This is an optimization exercise on Yosys and OpenROAD, whose aim is small area, a short achievable clock period and few clock cycles per item, not a production implementation. No activity file was given, so power comes from the tool's default toggle rates.

Setup of before:
==> module div, before the edit <==
module div(
    input                               clk,
    input                               resetn,
    input                               signed_div_i,
    input   [31:0]                   operand1_i,
    input   [31:0]                   operand2_i,
    input                               start_i,
    input                               annul_i,
    output  reg[63:0]          result_o,
    output  reg                         ready_o
);
localparam S_IDLE = 3'd0;
localparam S_NEG  = 3'd1;
localparam S_NORM = 3'd2;
localparam S_ITER = 3'd3;
localparam S_DONE = 3'd4;
reg [2:0]  state;
reg [31:0] rem;       
reg [32:0] dsr;       
reg [31:0] quo;
reg [4:0]  cnt;
reg [4:0]  lz_a;      
reg [4:0]  lz_b;      
reg        sa;        
reg        sb;        
wire sa_in = signed_div_i & operand1_i[31];
wire sb_in = signed_div_i & operand2_i[31];
wire b_zero = ~|operand2_i;
wire [32:0] b_ext = {sb_in, operand2_i};
wire neg_in = sa_in ^ sb_in;          
genvar k, i;
function [4:0] lzc32;
    input [31:0] v;
    input        s;
    reg [7:0] nz;
    reg [7:0] oh;
    reg [3:0] nb;
    reg [2:0] hi;
    integer n;
    begin
        for (n = 0; n < 8; n = n + 1)
            nz[n] = s ? ~&v[4*n +: 4] : |v[4*n +: 4];
        for (n = 0; n < 8; n = n + 1)
            oh[n] = nz[n] & ~|(nz >> (n + 1));
        nb = 4'd0;
        hi = 3'd0;
        for (n = 0; n < 8; n = n + 1) begin
            nb = nb | ({4{oh[n]}} & v[4*n +: 4]);
            hi = hi | ({3{oh[n]}} & (3'd7 - n[2:0]));
        end
        nb = nb ^ {4{s}};
        lzc32 = {hi, ~nb[3] & ~nb[2], ~nb[3] & (nb[2] | ~nb[1])};
    end
endfunction
wire [31:0] wa = sa_in ? {~operand1_i[30:0], 1'b1} : operand1_i;
wire [31:0] wb = {operand2_i[31:1], ~sb_in};
wire [7:0] nz_a, nz_b, nz_b_above;
generate
    for (k = 0; k < 8; k = k + 1) begin : nib
        assign nz_a[k] = |wa[4*k+3:4*k];
        assign nz_b[k] = sb_in ? ~&wb[4*k+3:4*k] : |wb[4*k+3:4*k];
        if (k == 7) begin : top
            assign nz_b_above[k] = 1'b0;
        end else begin : below
            assign nz_b_above[k] = |nz_b[7:k+1];
        end
    end
endgenerate
wire small_in = ~|(nz_a & ~nz_b_above);
wire [4:0] sg = lz_b & ~lz_a;
wire [4:0] sp = lz_b | ~lz_a;
wire [4:0] sc;      
assign sc[0] = 1'b1;
assign sc[1] = sg[0] | sp[0];
assign sc[2] = sg[1] | sp[1] & (sg[0] | sp[0]);
assign sc[3] = sg[2] | sp[2] & sg[1] | sp[2] & sp[1] & (sg[0] | sp[0]);
assign sc[4] = sg[3] | sp[3] & sg[2] | sp[3] & sp[2] & sg[1]
             | sp[3] & sp[2] & sp[1] & (sg[0] | sp[0]);
wire [4:0] first = (lz_b ^ sc) ^ ~lz_a;
wire       first0 = (lz_b == lz_a);     
wire        neg_q = sa ^ sb;     
wire        rem_s = sa & rem[31];
wire [33:0] x = {rem_s, rem_s, rem};
wire [33:0] y = ~{dsr[32], dsr};
wire [33:0] g0 = x & y;
wire [33:0] p0 = x | y;
wire [33:0] gg [0:6];
wire [33:0] pp [0:6];
assign gg[0] = g0;
assign pp[0] = p0;
generate
    for (k = 0; k < 6; k = k + 1) begin : ks
        for (i = 0; i < 34; i = i + 1) begin : kb
            if (i >= (1 << k)) begin : comb
                assign gg[k+1][i] = gg[k][i] | (pp[k][i] & gg[k][i - (1 << k)]);
                assign pp[k+1][i] = pp[k][i] & pp[k][i - (1 << k)];
            end else begin : pass
                assign gg[k+1][i] = gg[k][i];
                assign pp[k+1][i] = pp[k][i];
            end
        end
    end
endgenerate
wire [33:0] gt = gg[6];
wire [33:0] pt = pp[6];
wire [33:0] carry = {gt[32:0] | pt[32:0], 1'b1};
wire [33:0] sum = (x ^ carry) ^ y;
wire neg_le = (x[33] ^ gt[32]) ^ y[33];
wire take = sa ? neg_le : ~sum[33];
wire [32:0] sh [0:5];
assign sh[0] = dsr;
generate
    for (k = 0; k < 5; k = k + 1) begin : shs
        assign sh[k+1] = first[k] ? {sh[k][32 - (1 << k):0], {(1 << k){1'b0}}} : sh[k];
    end
endgenerate
always @(*) begin
    result_o = {rem[31:0], quo};
    ready_o  = (state == S_DONE);
end
always @(posedge clk) begin
    lz_a  <= lzc32(wa, 1'b0);
    lz_b  <= lzc32(wb, sb_in);
    sa    <= sa_in;
    sb    <= sb_in;
    case (state)
        S_IDLE:  dsr <= b_ext;
        S_NEG:   dsr <= sum[32:0];      
        S_NORM:  dsr <= sh[5];
        default: dsr <= {dsr[32], dsr[32:1]};
    endcase
    if (state == S_NORM) cnt <= first;
    else                 cnt <= cnt - 5'd1;
    case (state)
        S_IDLE:  quo <= 32'd0;
        S_NEG:   quo <= 32'd0;
        S_NORM:  quo <= {{31{neg_q & take}}, take & (neg_q | first0)};
        default: quo <= {quo[30:0], take ^ neg_q};
    endcase
    case (state)
        S_IDLE:  rem <= (b_zero | neg_in & ~small_in) ? 32'd0 : operand1_i;
        S_NEG:   rem <= operand1_i;
        S_NORM:  if (take & (neg_q | first0)) rem <= sum[31:0];
        S_ITER:  if (take) rem <= sum[31:0];
        default: ;
    endcase
    if (resetn == 1'b0) begin
        state <= S_IDLE;
    end else begin
        case (state)
            S_IDLE: begin
                if (start_i && !annul_i) begin
                    if (b_zero | small_in) state <= S_DONE;
                    else if (neg_in)       state <= S_NEG;
                    else                   state <= S_NORM;
                end
            end
            S_NEG:  state <= annul_i ? S_IDLE : S_NORM;
            S_NORM: begin
                if (annul_i)    state <= S_IDLE;
                else if (!take) state <= S_DONE;     
                else if (first0) state <= S_DONE;    
                else            state <= S_ITER;
            end
            S_ITER: begin
                if (annul_i)           state <= S_IDLE;
                else if (cnt == 5'd0)  state <= S_DONE;
            end
            default: state <= S_IDLE;
        endcase
    end
end
endmodule
clock: 5.0 ns
lec_check: 0
cap_margin: 20
core_margin: 2
core_utilization: 55
cts_buf_list: sky130_fd_sc_hd__clkbuf_8
setup_slack_margin: 1.5
slew_margin: 20
standard.sh (not shown) runs the stock make flow with config.mk's settings and CLKGATE_MAP_FILE= SYNTH_SCRIPT=/design/flow/synth_recipe.tcl, a recipe that flattens the netlist after the stock synthesis.
==> flow/flow/run.sh <==
#!/bin/bash
# The standard layout, with the ports buffered by buf_2 cells.
set -euo pipefail
bash standard.sh "BUFFER_PORTS_ARGS=-buffer_cell sky130_fd_sc_hd__buf_2" finish > standard_flow.log 2>&1
before has completed all stages; timing, DRC and antenna checks passed.
The following lists how after was set up differently from before:
-- flow/design.v --
<<< before, line 22
reg [4:0]  lz_a;      
reg [4:0]  lz_b;      
reg        sa;        
reg        sb;        
wire sa_in = signed_div_i & operand1_i[31];
wire sb_in = signed_div_i & operand2_i[31];
>>> after, line 22
reg [4:0]  lz_a;      
reg [4:0]  lz_b;      
wire sa_in = signed_div_i & operand1_i[31];
wire sb_in = signed_div_i & operand2_i[31];
<<< before, line 78
             | sp[3] & sp[2] & sp[1] & (sg[0] | sp[0]);
wire [4:0] first = (lz_b ^ sc) ^ ~lz_a;
wire       first0 = (lz_b == lz_a);     
wire        neg_q = sa ^ sb;     
wire        rem_s = sa & rem[31];
wire [33:0] x = {rem_s, rem_s, rem};
>>> after, line 76
             | sp[3] & sp[2] & sp[1] & (sg[0] | sp[0]);
wire [4:0] first = (lz_b ^ sc) ^ ~lz_a;
wire        sa = sa_in;          
wire        neg_q = neg_in;      
wire        rem_s = sa & rem[31];
wire [33:0] x = {rem_s, rem_s, rem};
<<< before, line 122
    lz_a  <= lzc32(wa, 1'b0);
    lz_b  <= lzc32(wb, sb_in);
    sa    <= sa_in;
    sb    <= sb_in;
    case (state)
        S_IDLE:  dsr <= b_ext;
>>> after, line 120
    lz_a  <= lzc32(wa, 1'b0);
    lz_b  <= lzc32(wb, sb_in);
    case (state)
        S_IDLE:  dsr <= b_ext;
<<< before, line 135
        S_IDLE:  quo <= 32'd0;
        S_NEG:   quo <= 32'd0;
        S_NORM:  quo <= {{31{neg_q & take}}, take & (neg_q | first0)};
        default: quo <= {quo[30:0], take ^ neg_q};
    endcase
>>> after, line 131
        S_IDLE:  quo <= 32'd0;
        S_NEG:   quo <= 32'd0;
        S_NORM:  quo <= {32{neg_q & take}};
        default: quo <= {quo[30:0], take ^ neg_q};
    endcase
<<< before, line 141
        S_IDLE:  rem <= (b_zero | neg_in & ~small_in) ? 32'd0 : operand1_i;
        S_NEG:   rem <= operand1_i;
        S_NORM:  if (take & (neg_q | first0)) rem <= sum[31:0];
        S_ITER:  if (take) rem <= sum[31:0];
        default: ;
>>> after, line 137
        S_IDLE:  rem <= (b_zero | neg_in & ~small_in) ? 32'd0 : operand1_i;
        S_NEG:   rem <= operand1_i;
        S_NORM:  if (take & neg_q) rem <= sum[31:0];
        S_ITER:  if (take) rem <= sum[31:0];
        default: ;
<<< before, line 160
                if (annul_i)    state <= S_IDLE;
                else if (!take) state <= S_DONE;     
                else if (first0) state <= S_DONE;    
                else            state <= S_ITER;
            end
>>> after, line 156
                if (annul_i)    state <= S_IDLE;
                else if (!take) state <= S_DONE;     
                else            state <= S_ITER;
            end
### Flow results
| overall die area | higher: after |
Comparing after and before, the higher area fraction in compound gates after synthesis is on before.
Sort after and before by final hold slack desc -> top: before
NOTE non-filler instance count after layout before->after increased slightly
When after is measured against before, its multi-input gate share of the layout cell area turns out 2.0 points higher.
Between before and after, the flow reports post-synthesis instance total increasing slightly.
Compared with before, in after total core area moved up; total power consumption of the routed design rose 11%; post-cts repair resize count now larger.
No run of this note included a check of the RTL's function; only the layout flow was run.


The RTL this note starts from:
==> flow/design.v <==
module div(
    input                               clk,
    input                               resetn,
    input                               signed_div_i,
    input   [31:0]                   operand1_i,
    input   [31:0]                   operand2_i,
    input                               start_i,
    input                               annul_i,
    output  reg[63:0]          result_o,
    output  reg                         ready_o
);
localparam S_IDLE = 3'd0;
localparam S_NEG  = 3'd1;
localparam S_NORM = 3'd2;
localparam S_ITER = 3'd3;
localparam S_DONE = 3'd4;
reg [2:0]  state;
reg [31:0] rem;       
reg [32:0] dsr;       
reg [31:0] quo;
reg [4:0]  cnt;
reg [4:0]  lz_a;      
reg [4:0]  lz_b;      
reg        sa;        
reg        sb;        
wire sa_in = signed_div_i & operand1_i[31];
wire sb_in = signed_div_i & operand2_i[31];
wire b_zero = ~|operand2_i;
wire [32:0] b_ext = {sb_in, operand2_i};
wire neg_first = sa_in & ~sb_in;      
genvar k, i;
function [4:0] lzc32;
    input [31:0] v;
    input        s;
    reg [7:0] nz;
    reg [7:0] oh;
    reg [3:0] nb;
    reg [2:0] hi;
    integer n;
    begin
        for (n = 0; n < 8; n = n + 1)
            nz[n] = s ? ~&v[4*n +: 4] : |v[4*n +: 4];
        for (n = 0; n < 8; n = n + 1)
            oh[n] = nz[n] & ~|(nz >> (n + 1));
        nb = 4'd0;
        hi = 3'd0;
        for (n = 0; n < 8; n = n + 1) begin
            nb = nb | ({4{oh[n]}} & v[4*n +: 4]);
            hi = hi | ({3{oh[n]}} & (3'd7 - n[2:0]));
        end
        nb = nb ^ {4{s}};
        lzc32 = {hi, ~nb[3] & ~nb[2], ~nb[3] & (nb[2] | ~nb[1])};
    end
endfunction
wire [31:0] wa = sa_in ? {~operand1_i[30:0], 1'b1} : operand1_i;
wire [31:0] wb = {operand2_i[31:1], ~sb_in};
wire [7:0] nz_a, nz_b, nz_b_above;
generate
    for (k = 0; k < 8; k = k + 1) begin : nib
        assign nz_a[k] = |wa[4*k+3:4*k];
        assign nz_b[k] = sb_in ? ~&wb[4*k+3:4*k] : |wb[4*k+3:4*k];
        if (k == 7) begin : top
            assign nz_b_above[k] = 1'b0;
        end else begin : below
            assign nz_b_above[k] = |nz_b[7:k+1];
        end
    end
endgenerate
wire small_in = ~|(nz_a & ~nz_b_above);
wire [4:0] sg = lz_b & ~lz_a;
wire [4:0] sp = lz_b | ~lz_a;
wire [4:0] sc;      
assign sc[0] = 1'b1;
assign sc[1] = sg[0] | sp[0];
assign sc[2] = sg[1] | sp[1] & (sg[0] | sp[0]);
assign sc[3] = sg[2] | sp[2] & sg[1] | sp[2] & sp[1] & (sg[0] | sp[0]);
assign sc[4] = sg[3] | sp[3] & sg[2] | sp[3] & sp[2] & sg[1]
             | sp[3] & sp[2] & sp[1] & (sg[0] | sp[0]);
wire [4:0] first = (lz_b ^ sc) ^ ~lz_a;
wire        sub = sa | ~sb;      
wire        neg_q = sa ^ sb;     
wire        rem_s = sa & rem[31];
wire [33:0] x = {rem_s, rem_s, rem};
wire [33:0] y = {dsr[32], dsr};
wire [33:0] g0 = x & y;
wire [33:0] p0 = x | y;
wire [33:0] gg [0:6];
wire [33:0] pp [0:6];
assign gg[0] = g0;
assign pp[0] = p0;
generate
    for (k = 0; k < 6; k = k + 1) begin : ks
        for (i = 0; i < 34; i = i + 1) begin : kb
            if (i >= (1 << k)) begin : comb
                assign gg[k+1][i] = gg[k][i] | (pp[k][i] & gg[k][i - (1 << k)]);
                assign pp[k+1][i] = pp[k][i] & pp[k][i - (1 << k)];
            end else begin : pass
                assign gg[k+1][i] = gg[k][i];
                assign pp[k+1][i] = pp[k][i];
            end
        end
    end
endgenerate
wire [33:0] gt = gg[6];
wire [33:0] pt = pp[6];
wire [33:0] carry = {gt[32:0] | (pt[32:0] & {33{sub}}), sub};
wire [33:0] sum = (x ^ carry) ^ y;
wire neg_le = (x[33] ^ gt[32]) ^ y[33];
wire take = sa ? neg_le : ~sum[33];
always @(*) begin
    result_o = {rem[31:0], quo};
    ready_o  = (state == S_DONE);
end
always @(posedge clk) begin
    lz_a  <= lzc32(wa, 1'b0);
    lz_b  <= lzc32(wb, sb_in);
    sa    <= sa_in;
    sb    <= sb_in;
    case (state)
        S_IDLE:  dsr <= b_ext ^ {33{sa_in | ~sb_in}};
        S_NEG:   dsr <= ~sum[32:0];     
        S_NORM:  dsr <= (dsr << first) | ~({33{1'b1}} << first) & {33{sub}};
        default: dsr <= {dsr[32], dsr[32:1]};
    endcase
    if (state == S_NORM) cnt <= first;
    else                 cnt <= cnt - 5'd1;
    case (state)
        S_IDLE:  quo <= 32'd0;
        S_NEG:   quo <= 32'd0;
        S_NORM:  quo <= {32{neg_q & take}};
        default: quo <= {quo[30:0], take ^ neg_q};
    endcase
    case (state)
        S_IDLE:  rem <= (b_zero | neg_first) ? 32'd0 : operand1_i;
        S_NEG:   rem <= operand1_i;
        S_NORM:  if (take & neg_q) rem <= sum[31:0];
        S_ITER:  if (take) rem <= sum[31:0];
        default: ;
    endcase
    if (resetn == 1'b0) begin
        state <= S_IDLE;
    end else begin
        case (state)
            S_IDLE: begin
                if (start_i && !annul_i) begin
                    if (b_zero)         state <= S_DONE;
                    else if (neg_first) state <= S_NEG;
                    else if (small_in)  state <= S_DONE;
                    else                   state <= S_NORM;
                end
            end
            S_NEG: begin
                if (annul_i)       state <= S_IDLE;
                else if (small_in) state <= S_DONE;     
                else               state <= S_NORM;
            end
            S_NORM: begin
                if (annul_i)    state <= S_IDLE;
                else if (!take) state <= S_DONE;     
                else            state <= S_ITER;
            end
            S_ITER: begin
                if (annul_i)           state <= S_IDLE;
                else if (cnt == 5'd0)  state <= S_DONE;
            end
            default: state <= S_IDLE;
        endcase
    end
end
endmodule
==> flow/config.mk <==
export PLATFORM = sky130hd
export DESIGN_NAME = div
export DESIGN_NICKNAME = div
export VERILOG_FILES = /design/flow/design.v
export SDC_FILE = /design/flow/constraint.sdc
export NUM_CORES = 8
export LEC_CHECK = 0
export CAP_MARGIN = 20
export CORE_MARGIN = 2
export CORE_UTILIZATION = 40
export SETUP_SLACK_MARGIN = 1.2
export SLEW_MARGIN = 20
==> flow/constraint.sdc <==
create_clock -name core_clock -period 5.0 [get_ports {clk}]
set_input_delay 1.0000 -clock core_clock [delete_from_list [all_inputs] [get_ports {clk}]]
set_output_delay 1.0000 -clock core_clock [all_outputs]
set_load 0.01 [all_outputs]
Scripts as last shown in full above: flow/flow/run.sh
Next try:
--- a/flow/design.v
+++ b/flow/design.v
@@ -14,19 +14,21 @@
 localparam S_NORM = 3'd2;
 localparam S_ITER = 3'd3;
 localparam S_DONE = 3'd4;
 reg [2:0]  state;
-reg [31:0] rem;       
+reg [32:0] rem;
 reg [32:0] dsr;       
 reg [31:0] quo;
 reg [4:0]  cnt;
 reg [4:0]  lz_a;      
 reg [4:0]  lz_b;      
 reg        sa;        
-reg        sb;        
+reg        sub;       
+reg        neg_q;     
 wire sa_in = signed_div_i & operand1_i[31];
 wire sb_in = signed_div_i & operand2_i[31];
 wire b_zero = ~|operand2_i;
+wire [32:0] a_ext = {sa_in, operand1_i};
 wire [32:0] b_ext = {sb_in, operand2_i};
 wire neg_first = sa_in & ~sb_in;      
 genvar k, i;
 function [4:0] lzc32;
@@ -76,12 +78,9 @@
 assign sc[3] = sg[2] | sp[2] & sg[1] | sp[2] & sp[1] & (sg[0] | sp[0]);
 assign sc[4] = sg[3] | sp[3] & sg[2] | sp[3] & sp[2] & sg[1]
              | sp[3] & sp[2] & sp[1] & (sg[0] | sp[0]);
 wire [4:0] first = (lz_b ^ sc) ^ ~lz_a;
-wire        sub = sa | ~sb;      
-wire        neg_q = sa ^ sb;     
-wire        rem_s = sa & rem[31];
-wire [33:0] x = {rem_s, rem_s, rem};
+wire [33:0] x = {rem[32], rem};
 wire [33:0] y = {dsr[32], dsr};
 wire [33:0] g0 = x & y;
 wire [33:0] p0 = x | y;
 wire [33:0] gg [0:6];
@@ -114,9 +113,10 @@
 always @(posedge clk) begin
     lz_a  <= lzc32(wa, 1'b0);
     lz_b  <= lzc32(wb, sb_in);
     sa    <= sa_in;
-    sb    <= sb_in;
+    sub   <= sa_in | ~sb_in;
+    neg_q <= sa_in ^ sb_in;
     case (state)
         S_IDLE:  dsr <= b_ext ^ {33{sa_in | ~sb_in}};
         S_NEG:   dsr <= ~sum[32:0];     
         S_NORM:  dsr <= (dsr << first) | ~({33{1'b1}} << first) & {33{sub}};
@@ -130,12 +130,12 @@
         S_NORM:  quo <= {32{neg_q & take}};
         default: quo <= {quo[30:0], take ^ neg_q};
     endcase
     case (state)
-        S_IDLE:  rem <= (b_zero | neg_first) ? 32'd0 : operand1_i;
-        S_NEG:   rem <= operand1_i;
-        S_NORM:  if (take & neg_q) rem <= sum[31:0];
-        S_ITER:  if (take) rem <= sum[31:0];
+        S_IDLE:  rem <= (b_zero | neg_first) ? 33'd0 : a_ext;
+        S_NEG:   rem <= a_ext;
+        S_NORM:  if (take & neg_q) rem <= sum[32:0];
+        S_ITER:  if (take) rem <= sum[32:0];
         default: ;
     endcase
     if (resetn == 1'b0) begin
         state <= S_IDLE;
Outcome: The new run completed without violations; worst setup slack improves by 0.17 ns; hold slack hardly moves; routed wire length fell by 6.1%; die area stays flat; count of clock-buffer cells in the layout drops by 3; combinational power decreases by 13%.
Function was not checked in any run of this note: the RTL went through the layout flow alone.

[re-timing with driven ports]
Ports are ideal in the flow. The routed layouts listed here were re-timed in OpenROAD. Step 1 (the two cells are an assumption about what drives the block):
set clk [get_ports {clk}]
set_driving_cell -lib_cell sky130_fd_sc_hd__clkbuf_16 $clk
set_driving_cell -lib_cell sky130_fd_sc_hd__buf_2 [delete_from_list [all_inputs] $clk]
Step 2 also shifts input and output timing later by t, the mid clock arrival at the registers, as if the neighbouring blocks saw the same clock. Slacks: ideal ports / drivers / drivers and shift; pairs: ideal ports / drivers.
run	t, ns	slack for setup (ns)	slew at the worst register clock pin (ns)	pins driven straight from the clock port
before	0.511	1.208 / 1.208 / 1.048	0.09 / 0.09	1
after	0.506	1.529 / 1.529 / 1.092	0.10 / 0.10	1
the first run of note 2	0.478	1.227 / 1.227 / 1.187	0.07 / 0.07	1
the second run of note 2	0.484	1.397 / 1.397 / 1.076	0.08 / 0.08	1
After both steps every run listed still meets setup and hold. For after, which loses most, drivers alone change the setup slack by 0.000 ns; drivers and shift together by -0.437 ns.
